From an optimization exercise on the open Yosys and OpenROAD flow, aimed at small area; shortcuts taken in it are not production practice.
Function was checked by simulation only, so behaviour that the tests miss may differ from the original.
No driver is modelled on the clock port, so clocking that relies on it looks cheaper here than on a real chip.
Power and IR drop assume default switching activity.

## AL
==> flow/design.v <==
module fir_ctrl (clock, reset, p, fresh, en, sub, dblm);
input clock;
input reset;
output [8:0] p;
output fresh;
output en;
output sub;
output dblm;
reg [8:0] p;
reg       f;
wire pg = reset & ~f;
wire [9:0] pc;
assign pc[0] = 1'b1;
genvar j;
generate
  for (j = 0; j < 9; j = j + 1) begin : inc
    assign pc[j+1] = pc[j] & p[j];
    always @(posedge clock) p[j] <= pg & (p[j] ^ pc[j]);
  end
endgenerate
always @(posedge clock) f <= ~reset;
reg fresh;
always @(posedge clock) fresh <= ~reset | (fresh & ~(p[6] & p[1] & p[0]));
reg en, sub, dblm;
always @(*) begin
  en = 1'b0;
  sub = 1'b0;
  dblm = 1'b0;
  case (p[8:2])
    7'd0: begin dblm = 1'b1; end
    7'd1: begin en = 1'b1; end
    7'd8: begin en = 1'b1; end
    7'd12: begin dblm = 1'b1; end
    7'd13: begin en = 1'b1; sub = 1'b1; end
    7'd15: begin en = 1'b1; sub = 1'b1; end
    7'd16: begin en = 1'b1; sub = 1'b1; end
    7'd18: begin en = 1'b1; sub = 1'b1; end
    7'd24: begin dblm = 1'b1; end
    7'd29: begin en = 1'b1; sub = 1'b1; end
    7'd31: begin en = 1'b1; sub = 1'b1; end
    7'd33: begin en = 1'b1; sub = 1'b1; end
    7'd35: begin en = 1'b1; sub = 1'b1; end
    7'd36: begin dblm = 1'b1; end
    7'd41: begin en = 1'b1; end
    7'd45: begin en = 1'b1; end
    7'd48: begin dblm = 1'b1; end
    7'd52: begin en = 1'b1; end
    7'd56: begin en = 1'b1; end
    7'd118: begin en = 1'b1; end
    7'd121: begin en = 1'b1; end
    7'd122: begin en = 1'b1; end
    7'd125: begin en = 1'b1; end
    default: ;
  endcase
end
endmodule
module fir_store (clock, p, fresh, sdout, t);
input clock;
input [8:0] p;
input fresh;
input sdout;
output [8:0] t;
reg [10:0] r0;
wire ins0 = (p == 9'd323);
always @(posedge clock) r0 <= {r0[9:0], fresh ? 1'b1 : (ins0 ? ~sdout : r0[10])};
reg [10:0] r1;
wire ins1 = (p == 9'd315);
always @(posedge clock) r1 <= {r1[9:0], fresh ? 1'b1 : (ins1 ? ~sdout : r1[10])};
reg [10:0] r2;
wire ins2 = (p == 9'd307);
always @(posedge clock) r2 <= {r2[9:0], fresh ? 1'b1 : (ins2 ? ~sdout : r2[10])};
reg [10:0] r3;
wire ins3 = (p == 9'd299);
always @(posedge clock) r3 <= {r3[9:0], fresh ? 1'b1 : (ins3 ? ~sdout : r3[10])};
reg [10:0] r4;
wire ins4 = (p == 9'd291);
always @(posedge clock) r4 <= {r4[9:0], fresh ? 1'b1 : (ins4 ? ~sdout : r4[10])};
reg [10:0] r5;
wire ins5 = (p == 9'd283);
always @(posedge clock) r5 <= {r5[9:0], fresh ? 1'b1 : (ins5 ? ~sdout : r5[10])};
reg [10:0] r6;
wire ins6 = (p == 9'd275);
always @(posedge clock) r6 <= {r6[9:0], fresh ? 1'b1 : (ins6 ? ~sdout : r6[10])};
assign t = {r6[10], r6[9], r6[8], r5[0], r4[3], r3[5], r2[8], r1[0], r0[3]};
endmodule
module fir_mac (clock, p, fresh, en, sub, dblm, t, sdin);
input clock;
input [8:0] p;
input fresh;
input en;
input sub;
input dblm;
input [8:0] t;
output sdin;
wire txw = p[8] & (p[7] ? (p[6:3] == 4'd0) : (p[6:3] != 4'd0));
wire dbl = fresh | dblm | (txw & p[2]);
wire [1:0] ph = p[1:0];
reg  [3:0] q0, q1, q2, q3;
reg        cr;
wire [3:0] xs = (ph == 2'd0) ? ~t[3:0] :
                (ph == 2'd1) ? ~{t[6], t[6], t[5], t[4]} :
                (ph == 2'd2) ? {4{~t[7]}} : {4{~t[8]}};
wire [3:0] nb = ~({4{en}} & (xs ^ {4{sub}}));
wire [4:0] nc;
assign nc[0] = ~((ph == 2'd0) ? (en & sub) : cr);
genvar i;
generate
  for (i = 0; i < 4; i = i + 1) begin : add
    assign nc[i+1] = (q0[i] & nb[i]) | (q0[i] & nc[i]) | (nb[i] & nc[i]);
    if (i == 0) begin : lsb
      always @(posedge clock) q3[i] <= dbl ? ~((ph != 2'd0) & cr) : q0[i] ^ nb[i] ^ nc[i];
    end else begin : up
      always @(posedge clock) q3[i] <= dbl ? q0[i-1] : q0[i] ^ nb[i] ^ nc[i];
    end
  end
endgenerate
always @(posedge clock) begin
  q0 <= q1;
  q1 <= q2;
  q2 <= q3;
  cr <= dbl ? ~q0[3] : ~nc[4];
end
wire msb = (ph == 2'd0) ? q3[3] : (ph == 2'd1) ? q2[3] : (ph == 2'd2) ? q1[3] : q0[3];
assign sdin = txw & ~msb;
endmodule
module toplevel (reset, clock, mclk, sclk, lrck, sdin, sdout, test_sdout);
input  reset;
input  clock;
input  sdout;
output mclk;
output sclk;
output lrck;
output sdin;
output test_sdout;
wire [8:0] p;
wire       fresh;
wire [8:0] t;
wire       en, sub, dblm;
fir_ctrl  u_ctrl  (.clock(clock), .reset(reset), .p(p), .fresh(fresh), .en(en), .sub(sub), .dblm(dblm));
fir_store u_store (.clock(clock), .p(p), .fresh(fresh), .sdout(sdout), .t(t));
fir_mac   u_mac   (.clock(clock), .p(p), .fresh(fresh), .en(en), .sub(sub), .dblm(dblm), .t(t), .sdin(sdin));
assign mclk = p[0];
assign sclk = p[2];
assign lrck = p[8];
assign test_sdout = 1'b0;
endmodule
==> flow/config.mk <==
export PLATFORM = sky130hd
export DESIGN_NAME = toplevel
export DESIGN_NICKNAME = toplevel
export VERILOG_FILES = /design/flow/design.v
export SDC_FILE = /design/flow/constraint.sdc
export NUM_CORES = 4
export LEC_CHECK = 0
export CAP_MARGIN = 20
export CORE_MARGIN = 2
export CORE_UTILIZATION = 40
export SLEW_MARGIN = 20
export SYNTH_HIERARCHICAL = 1
export SYNTH_MINIMUM_KEEP_SIZE = 0
==> flow/constraint.sdc <==
create_clock -name core_clock -period 10.0 [get_ports {clock}]
set_input_delay 2.0000 -clock core_clock [delete_from_list [all_inputs] [get_ports {clock}]]
set_output_delay 2.0000 -clock core_clock [all_outputs]
set_load 0.01 [all_outputs]
standard.sh (not shown) runs the stock make flow with config.mk's settings and CLKGATE_MAP_FILE= SYNTH_SCRIPT=/design/flow/synth_recipe.tcl, a recipe that flattens the netlist after the stock synthesis.
==> flow/flow/run.sh <==
#!/bin/bash
# Standard synthesis, then every combinational cell swapped for the smallest
# cell of its family (the synthesis maps for speed and upsizes freely; the
# resizer upsizes again wherever slew or load needs it), then the standard
# layout steps.
set -euo pipefail
R=orfs/results/${FLOW_PLATFORM}/toplevel/base
LIB=${FLOW_HOME}/platforms/${FLOW_PLATFORM}/lib/sky130_fd_sc_hd__tt_025C_1v80.lib
bash standard.sh synth > synth.log 2>&1
sleep 1
python3 flow/downsize.py "$LIB" "$R/1_2_yosys.v" > downsize.log 2>&1
touch "$R/1_2_yosys.v"
bash standard.sh "CTS_ARGS=-sink_clustering_enable -repair_clock_nets -dont_use_dummy_load -buf_list sky130_fd_sc_hd__clkbuf_4" "POST_CTS_TCL=$PWD/flow/post_cts.tcl" "BUFFER_PORTS_ARGS=-buffer_cell sky130_fd_sc_hd__buf_1" finish > layout.log 2>&1
Other scripts of this flow, unchanged in this note and not shown: flow/flow/downsize.py, flow/flow/post_cts.tcl
Setup changes, AL to PW
==> flow/design.v <==
module fir_ctrl (clock, reset, p, fresh, en, sub, dblm);
input clock;
input reset;
output [8:0] p;
output fresh;
output en;
output sub;
output dblm;
reg [8:0] p;
reg       f;
wire pg = reset & ~f;
wire [9:0] pc;
assign pc[0] = 1'b1;
genvar j;
generate
  for (j = 0; j < 9; j = j + 1) begin : inc
    assign pc[j+1] = pc[j] & p[j];
    always @(posedge clock) p[j] <= pg & (p[j] ^ pc[j]);
  end
endgenerate
always @(posedge clock) f <= ~reset;
reg fresh;
always @(posedge clock) fresh <= ~reset | (fresh & ~p[8]);
reg en, sub, dblm;
always @(*) begin
  en = 1'b0;
  sub = 1'b0;
  dblm = 1'b0;
  case (p[8:2])
    7'd4: begin en = 1'b1; end
    7'd8: begin dblm = 1'b1; end
    7'd9: begin en = 1'b1; sub = 1'b1; end
    7'd11: begin en = 1'b1; sub = 1'b1; end
    7'd12: begin en = 1'b1; sub = 1'b1; end
    7'd14: begin en = 1'b1; sub = 1'b1; end
    7'd20: begin dblm = 1'b1; end
    7'd25: begin en = 1'b1; sub = 1'b1; end
    7'd27: begin en = 1'b1; sub = 1'b1; end
    7'd29: begin en = 1'b1; sub = 1'b1; end
    7'd31: begin en = 1'b1; sub = 1'b1; end
    7'd32: begin dblm = 1'b1; end
    7'd37: begin en = 1'b1; end
    7'd41: begin en = 1'b1; end
    7'd44: begin dblm = 1'b1; end
    7'd48: begin en = 1'b1; end
    7'd52: begin en = 1'b1; end
    7'd114: begin en = 1'b1; end
    7'd117: begin en = 1'b1; end
    7'd118: begin en = 1'b1; end
    7'd121: begin en = 1'b1; end
    7'd124: begin dblm = 1'b1; end
    7'd125: begin en = 1'b1; end
    default: ;
  endcase
end
endmodule
module fir_store (clock, p, fresh, sdout, t);
input clock;
input [8:0] p;
input fresh;
input sdout;
output [6:0] t;
reg [10:0] r0;
wire ins0 = (p == 9'd323);
always @(posedge clock) r0 <= {r0[9:0], fresh ? 1'b1 : (ins0 ? ~sdout : r0[10])};
reg [10:0] r1;
wire ins1 = (p == 9'd315);
always @(posedge clock) r1 <= {r1[9:0], fresh ? 1'b1 : (ins1 ? ~sdout : r1[10])};
reg [10:0] r2;
wire ins2 = (p == 9'd307);
always @(posedge clock) r2 <= {r2[9:0], fresh ? 1'b1 : (ins2 ? ~sdout : r2[10])};
reg [10:0] r3;
wire ins3 = (p == 9'd299);
always @(posedge clock) r3 <= {r3[9:0], fresh ? 1'b1 : (ins3 ? ~sdout : r3[10])};
reg [10:0] r4;
wire ins4 = (p == 9'd291);
always @(posedge clock) r4 <= {r4[9:0], fresh ? 1'b1 : (ins4 ? ~sdout : r4[10])};
reg [10:0] r5;
wire ins5 = (p == 9'd283);
always @(posedge clock) r5 <= {r5[9:0], fresh ? 1'b1 : (ins5 ? ~sdout : r5[10])};
reg [10:0] r6;
wire ins6 = (p == 9'd275);
always @(posedge clock) r6 <= {r6[9:0], fresh ? 1'b1 : (ins6 ? ~sdout : r6[10])};
assign t = {r6[3], r5[6], r4[9], r3[0], r2[3], r1[6], r0[9]};
endmodule
module fir_mac (clock, p, fresh, en, sub, dblm, t, sdin);
input clock;
input [8:0] p;
input fresh;
input en;
input sub;
input dblm;
input [6:0] t;
output sdin;
wire txw = p[8] & (p[7] ? (p[6:3] == 4'd0) : (p[6:3] != 4'd0));
wire dbl = fresh | dblm | (txw & p[2]);
wire [4:0] tj = p[7:3];
wire kbit = txw & (((tj >= 5'd1) & (tj <= 5'd8)) | (tj == 5'd12) | (tj == 5'd14));
wire [1:0] ph = p[1:0];
reg  [3:0] q0, q1, q2, q3;
reg        cr;
wire [3:0] xs = (ph == 2'd0) ? ~t[3:0] :
                (ph == 2'd1) ? {1'b0, t[6], ~t[5:4]} : 4'd0;
wire [3:0] nb = ~({4{en}} & (xs ^ {4{sub}}));
wire [4:0] nc;
assign nc[0] = ~((ph == 2'd0) ? (en & sub) : cr);
genvar i;
generate
  for (i = 0; i < 4; i = i + 1) begin : add
    assign nc[i+1] = (q0[i] & nb[i]) | (q0[i] & nc[i]) | (nb[i] & nc[i]);
    if (i == 0) begin : lsb
      always @(posedge clock) q3[i] <= dbl ? ~((ph == 2'd0) ? kbit : cr) : q0[i] ^ nb[i] ^ nc[i];
    end else begin : up
      always @(posedge clock) q3[i] <= dbl ? q0[i-1] : q0[i] ^ nb[i] ^ nc[i];
    end
  end
endgenerate
always @(posedge clock) begin
  q0 <= q1;
  q1 <= q2;
  q2 <= q3;
  cr <= dbl ? ~q0[3] : ~nc[4];
end
wire msb = (ph == 2'd0) ? q3[3] : (ph == 2'd1) ? q2[3] : (ph == 2'd2) ? q1[3] : q0[3];
assign sdin = txw & ~msb;
endmodule
module toplevel (reset, clock, mclk, sclk, lrck, sdin, sdout, test_sdout);
input  reset;
input  clock;
input  sdout;
output mclk;
output sclk;
output lrck;
output sdin;
output test_sdout;
wire [8:0] p;
wire       fresh;
wire [6:0] t;
wire       en, sub, dblm;
fir_ctrl  u_ctrl  (.clock(clock), .reset(reset), .p(p), .fresh(fresh), .en(en), .sub(sub), .dblm(dblm));
fir_store u_store (.clock(clock), .p(p), .fresh(fresh), .sdout(sdout), .t(t));
fir_mac   u_mac   (.clock(clock), .p(p), .fresh(fresh), .en(en), .sub(sub), .dblm(dblm), .t(t), .sdin(sdin));
assign mclk = p[0];
assign sclk = p[2];
assign lrck = p[8];
assign test_sdout = 1'b0;
endmodule
--- outcome ---
Both conditions hold for PW: the flow ran to the end and the final layout passed the timing, DRC and antenna checks.
The wire length reported by the detailed router number comes out lower for AL vs PW.
Higher via count was reported by PW, not AL.
Compared with AL, in PW clock latency on the worst-skew pair shows an increase of 0.03 ns, non-clock buffer count in the final layout shows no meaningful change, synthesized area shows a reduction of about 1%, worst slack after detailed placement shows a reduction of 0.11 ns.
Compared AL against PW; number of max-slew violations in the final report within noise.
When the final numbers for PW and AL were put side by side, the total power of the final layout turned out to be smaller in AL.
Compared with AL, PW shows a higher number of combinational gates with multiple inputs.
Compared with AL, PW shows largest voltage drop on the vdd net that has gone down slightly.
Delta(number of cells after detailed placement, PW - AL) > 0


toplevel, a different RTL version from the one above (not shown whole).
Size: roughly 240 cells after synthesis, about 8 I/O pins.
==> module fir_store, before the edit <==
module fir_store (clock, p, fresh, sdout, x, xp);
input clock;
input [8:0] p;
input fresh;
input sdout;
output [6:0] x;
output xp;
reg [10:0] r0;
wire ins0 = (p == 9'd323);
always @(posedge clock) r0 <= {r0[9:0], fresh ? 1'b1 : (ins0 ? ~sdout : r0[10])};
reg [10:0] r1;
wire ins1 = (p == 9'd315);
always @(posedge clock) r1 <= {r1[9:0], fresh ? 1'b1 : (ins1 ? ~sdout : r1[10])};
reg [10:0] r2;
wire ins2 = (p == 9'd307);
always @(posedge clock) r2 <= {r2[9:0], fresh ? 1'b1 : (ins2 ? ~sdout : r2[10])};
reg [10:0] r3;
wire ins3 = (p == 9'd299);
always @(posedge clock) r3 <= {r3[9:0], fresh ? 1'b1 : (ins3 ? ~sdout : r3[10])};
reg [10:0] r4;
wire ins4 = (p == 9'd291);
always @(posedge clock) r4 <= {r4[9:0], fresh ? 1'b1 : (ins4 ? ~sdout : r4[10])};
reg [10:0] r5;
wire ins5 = (p == 9'd283);
always @(posedge clock) r5 <= {r5[9:0], fresh ? 1'b1 : (ins5 ? ~sdout : r5[10])};
reg [10:0] r6;
wire ins6 = (p == 9'd275);
always @(posedge clock) r6 <= {r6[9:0], fresh ? 1'b1 : (ins6 ? ~sdout : r6[10])};
assign x = {r6[2], r5[5], r4[8], r3[0], r2[3], r1[6], r0[9]};
assign xp = r6[3];
endmodule
==> module fir_mac, before the edit <==
module fir_mac (clock, p, fresh, en, sub, dblm, x, xp, sdin);
input clock;
input [8:0] p;
input fresh;
input en;
input sub;
input dblm;
input [6:0] x;
input xp;
output sdin;
wire txw = p[8] & (p[7] ? (p[6:3] == 4'd0) : (p[6:3] != 4'd0));
wire dbl = fresh | dblm | (txw & (p[2:1] == 2'b11));
wire hi = p[0];
reg  [7:0] n_lo;
reg  [7:0] n_hi;
reg        cr;
wire [6:0] y   = {7{en}} & (~x ^ {7{sub}});
wire       sxl = en & (~x[6] ^ sub);
wire       sxh = en & (~xp ^ sub);
wire [7:0] nb  = ~(hi ? {8{sxh}} : {sxl, y});
wire [8:0] nc;
assign nc[0] = ~(hi ? cr : (en & sub));
genvar i;
generate
  for (i = 0; i < 8; i = i + 1) begin : add
    assign nc[i+1] = (n_lo[i] & nb[i]) | (n_lo[i] & nc[i]) | (nb[i] & nc[i]);
    if (i == 0) begin : lsb
      always @(posedge clock) n_hi[i] <= dbl ? ~(hi & cr) : n_lo[i] ^ nb[i] ^ nc[i];
    end else begin : up
      always @(posedge clock) n_hi[i] <= dbl ? n_lo[i-1] : n_lo[i] ^ nb[i] ^ nc[i];
    end
  end
endgenerate
always @(posedge clock) begin
  n_lo <= n_hi;
  cr   <= dbl ? ~n_lo[7] : ~nc[8];
end
assign sdin = txw & ~(hi ? n_lo[7] : n_hi[7]);
endmodule
==> flow/config.mk <==
export PLATFORM = sky130hd
export DESIGN_NAME = toplevel
export DESIGN_NICKNAME = toplevel
export VERILOG_FILES = /design/flow/design.v
export SDC_FILE = /design/flow/constraint.sdc
export NUM_CORES = 4
export LEC_CHECK = 0
export CAP_MARGIN = 20
export CORE_MARGIN = 2
export CORE_UTILIZATION = 40
export SLEW_MARGIN = 20
export SYNTH_HIERARCHICAL = 1
export SYNTH_MINIMUM_KEEP_SIZE = 0
==> flow/constraint.sdc <==
create_clock -name core_clock -period 10.0 [get_ports {clock}]
set_input_delay 2.0000 -clock core_clock [delete_from_list [all_inputs] [get_ports {clock}]]
set_output_delay 2.0000 -clock core_clock [all_outputs]
set_load 0.01 [all_outputs]
==> flow/flow/run.sh <==
#!/bin/bash
# Standard synthesis, then every combinational cell swapped for the smallest
# cell of its family (the synthesis maps for speed and upsizes freely; the
# resizer upsizes again wherever slew or load needs it), then the standard
# layout steps.
set -euo pipefail
R=orfs/results/${FLOW_PLATFORM}/toplevel/base
LIB=${FLOW_HOME}/platforms/${FLOW_PLATFORM}/lib/sky130_fd_sc_hd__tt_025C_1v80.lib
bash standard.sh synth > synth.log 2>&1
sleep 1
python3 flow/downsize.py "$LIB" "$R/1_2_yosys.v" > downsize.log 2>&1
touch "$R/1_2_yosys.v"
bash standard.sh "CTS_ARGS=-sink_clustering_enable -repair_clock_nets -dont_use_dummy_load" finish > layout.log 2>&1
==> flow/flow/downsize.py <==
#!/usr/bin/env python3
"""Swap each combinational cell in a Yosys netlist for the smallest cell of the same
function family (same base name and pins), e.g. mux2_4 -> mux2_1.  Flip-flops are
left alone.  Usage: downsize.py LIB NETLIST"""
import re, sys
lib = open(sys.argv[1]).read()
cells = {}
for m in re.finditer(r'\n\s*cell\s*\(\s*"?(\w+)"?\s*\)\s*\{', lib):
    name = m.group(1)
    body = lib[m.end():m.end() + 200000]
    nxt = re.search(r'\n\s*cell\s*\(', body)
    if nxt:
        body = body[:nxt.start()]
    a = re.search(r'area\s*:\s*([\d.]+)', body)
    pins = tuple(sorted(re.findall(r'\bpin\s*\(\s*"?(\w+)"?\s*\)', body)))
    seq = bool(re.search(r'\b(ff|latch|statetable)\s*\(', body))
    dont = bool(re.search(r'dont_use\s*:\s*true', body))
    cells[name] = (float(a.group(1)) if a else 1e9, pins, seq, dont)
DONT = set("""probe_p_8 probec_p_8""".split())
best = {}
for n, (a, pins, seq, dont) in cells.items():
    m = re.match(r'(sky130_fd_sc_hd__\w+?)_(\d+)$', n)
    if not m or seq or dont or 'lpflow' in n:
        continue
    key = (m.group(1), pins)
    if key not in best or a < cells[best[key]][0]:
        best[key] = n
net = open(sys.argv[2]).read()
count = 0
def sub(m):
    global count
    n = m.group(1)
    if n not in cells:
        return m.group(0)
    a, pins, seq, dont = cells[n]
    b = re.match(r'(sky130_fd_sc_hd__\w+?)_(\d+)$', n)
    if seq or not b:
        return m.group(0)
    t = best.get((b.group(1), pins), n)
    if t != n and cells[t][0] < a:
        count += 1
        return m.group(0).replace(n, t)
    return m.group(0)
net = re.sub(r'^\s*(sky130_fd_sc_hd__\w+)\s', sub, net, flags=re.M)
open(sys.argv[2], 'w').write(net)
print("downsized", count, "cells")
Then changed:
--- a/flow/design.v
+++ b/flow/design.v
@@ -27,25 +27,25 @@
 output xp;
 reg [10:0] r0;
 wire ins0 = (p == 9'd323);
-always @(posedge clock) r0 <= {r0[9:0], fresh ? 1'b1 : (ins0 ? ~sdout : r0[10])};
+always @(posedge clock) r0 <= {r0[9:0], fresh ? 1'b0 : (ins0 ? sdout : r0[10])};
 reg [10:0] r1;
 wire ins1 = (p == 9'd315);
-always @(posedge clock) r1 <= {r1[9:0], fresh ? 1'b1 : (ins1 ? ~sdout : r1[10])};
+always @(posedge clock) r1 <= {r1[9:0], fresh ? 1'b0 : (ins1 ? sdout : r1[10])};
 reg [10:0] r2;
 wire ins2 = (p == 9'd307);
-always @(posedge clock) r2 <= {r2[9:0], fresh ? 1'b1 : (ins2 ? ~sdout : r2[10])};
+always @(posedge clock) r2 <= {r2[9:0], fresh ? 1'b0 : (ins2 ? sdout : r2[10])};
 reg [10:0] r3;
 wire ins3 = (p == 9'd299);
-always @(posedge clock) r3 <= {r3[9:0], fresh ? 1'b1 : (ins3 ? ~sdout : r3[10])};
+always @(posedge clock) r3 <= {r3[9:0], fresh ? 1'b0 : (ins3 ? sdout : r3[10])};
 reg [10:0] r4;
 wire ins4 = (p == 9'd291);
-always @(posedge clock) r4 <= {r4[9:0], fresh ? 1'b1 : (ins4 ? ~sdout : r4[10])};
+always @(posedge clock) r4 <= {r4[9:0], fresh ? 1'b0 : (ins4 ? sdout : r4[10])};
 reg [10:0] r5;
 wire ins5 = (p == 9'd283);
-always @(posedge clock) r5 <= {r5[9:0], fresh ? 1'b1 : (ins5 ? ~sdout : r5[10])};
+always @(posedge clock) r5 <= {r5[9:0], fresh ? 1'b0 : (ins5 ? sdout : r5[10])};
 reg [10:0] r6;
 wire ins6 = (p == 9'd275);
-always @(posedge clock) r6 <= {r6[9:0], fresh ? 1'b1 : (ins6 ? ~sdout : r6[10])};
+always @(posedge clock) r6 <= {r6[9:0], fresh ? 1'b0 : (ins6 ? sdout : r6[10])};
 assign x = {r6[2], r5[5], r4[8], r3[0], r2[3], r1[6], r0[9]};
 assign xp = r6[3];
 endmodule
@@ -100,31 +100,31 @@
 wire txw = p[8] & (p[7] ? (p[6:3] == 4'd0) : (p[6:3] != 4'd0));
 wire dbl = fresh | dblm | (txw & (p[2:1] == 2'b11));
 wire hi = p[0];
-reg  [7:0] n_lo;
-reg  [7:0] n_hi;
+reg  [7:0] r_lo;
+reg  [7:0] r_hi;
 reg        cr;
-wire [6:0] y   = {7{en}} & (~x ^ {7{sub}});
-wire       sxl = en & (~x[6] ^ sub);
-wire       sxh = en & (~xp ^ sub);
-wire [7:0] nb  = ~(hi ? {8{sxh}} : {sxl, y});
-wire [8:0] nc;
-assign nc[0] = ~(hi ? cr : (en & sub));
+wire [6:0] y   = {7{en}} & (x ^ {7{sub}});
+wire       sxl = en & (x[6] ^ sub);
+wire       sxh = en & (xp ^ sub);
+wire [7:0] bop = hi ? {8{sxh}} : {sxl, y};
+wire [8:0] cy;
+assign cy[0] = hi ? cr : (en & sub);
 genvar i;
 generate
   for (i = 0; i < 8; i = i + 1) begin : add
-    assign nc[i+1] = (n_lo[i] & nb[i]) | (n_lo[i] & nc[i]) | (nb[i] & nc[i]);
+    assign cy[i+1] = (r_lo[i] & bop[i]) | (r_lo[i] & cy[i]) | (bop[i] & cy[i]);
     if (i == 0) begin : lsb
-      always @(posedge clock) n_hi[i] <= dbl ? ~(hi & cr) : n_lo[i] ^ nb[i] ^ nc[i];
+      always @(posedge clock) r_hi[i] <= dbl ? (hi & cr) : r_lo[i] ^ bop[i] ^ cy[i];
     end else begin : up
-      always @(posedge clock) n_hi[i] <= dbl ? n_lo[i-1] : n_lo[i] ^ nb[i] ^ nc[i];
+      always @(posedge clock) r_hi[i] <= dbl ? r_lo[i-1] : r_lo[i] ^ bop[i] ^ cy[i];
     end
   end
 endgenerate
 always @(posedge clock) begin
-  n_lo <= n_hi;
-  cr   <= dbl ? ~n_lo[7] : ~nc[8];
+  r_lo <= r_hi;
+  cr   <= dbl ? r_lo[7] : cy[8];
 end
-assign sdin = txw & ~(hi ? n_lo[7] : n_hi[7]);
+assign sdin = txw & (hi ? r_lo[7] : r_hi[7]);
 endmodule
 module toplevel (reset, clock, mclk, sclk, lrck, sdin, sdout, test_sdout);
 input  reset;
After rerunning: Worst setup slack improves by 0.010 ns; hold slack degrades by 0.0042 ns; cell area goes up slightly; cell count goes up by a few percent; utilization goes up by 0.25 points; power goes down slightly; combinational power goes down by well over a third; clock power barely changes.

-- port drivers added, routing unchanged --
The flow's constraints put no driver on any port. The routed layouts listed below were extracted and timed again, unchanged, in two steps. Step 1 assumes that a clkbuf_16 drives the clock port and a buf_2 every other input. Step 2 adds t to the input delays and takes it off the output delays; t is the mean of the earliest and latest rising clock arrival at the registers after step 1. Input paths then give back, and output paths get back, about the clock's delay inside the block. Three values: ideal ports, drivers, drivers and shift; two values: the first two.
run | t (ns) | setup slack, ns | worst setup path at the end
AL | 0.522 | 5.906 / 5.879 / 6.220 | register to register
PW | 0.548 | 5.892 / 5.865 / 6.413 | register to output
the first run of note 2 | 0.360 | 4.435 / 4.435 / 4.435 | register to register
the second run of note 2 | 0.374 | 4.445 / 4.445 / 4.445 | register to register
After both steps every run listed still meets setup and hold.
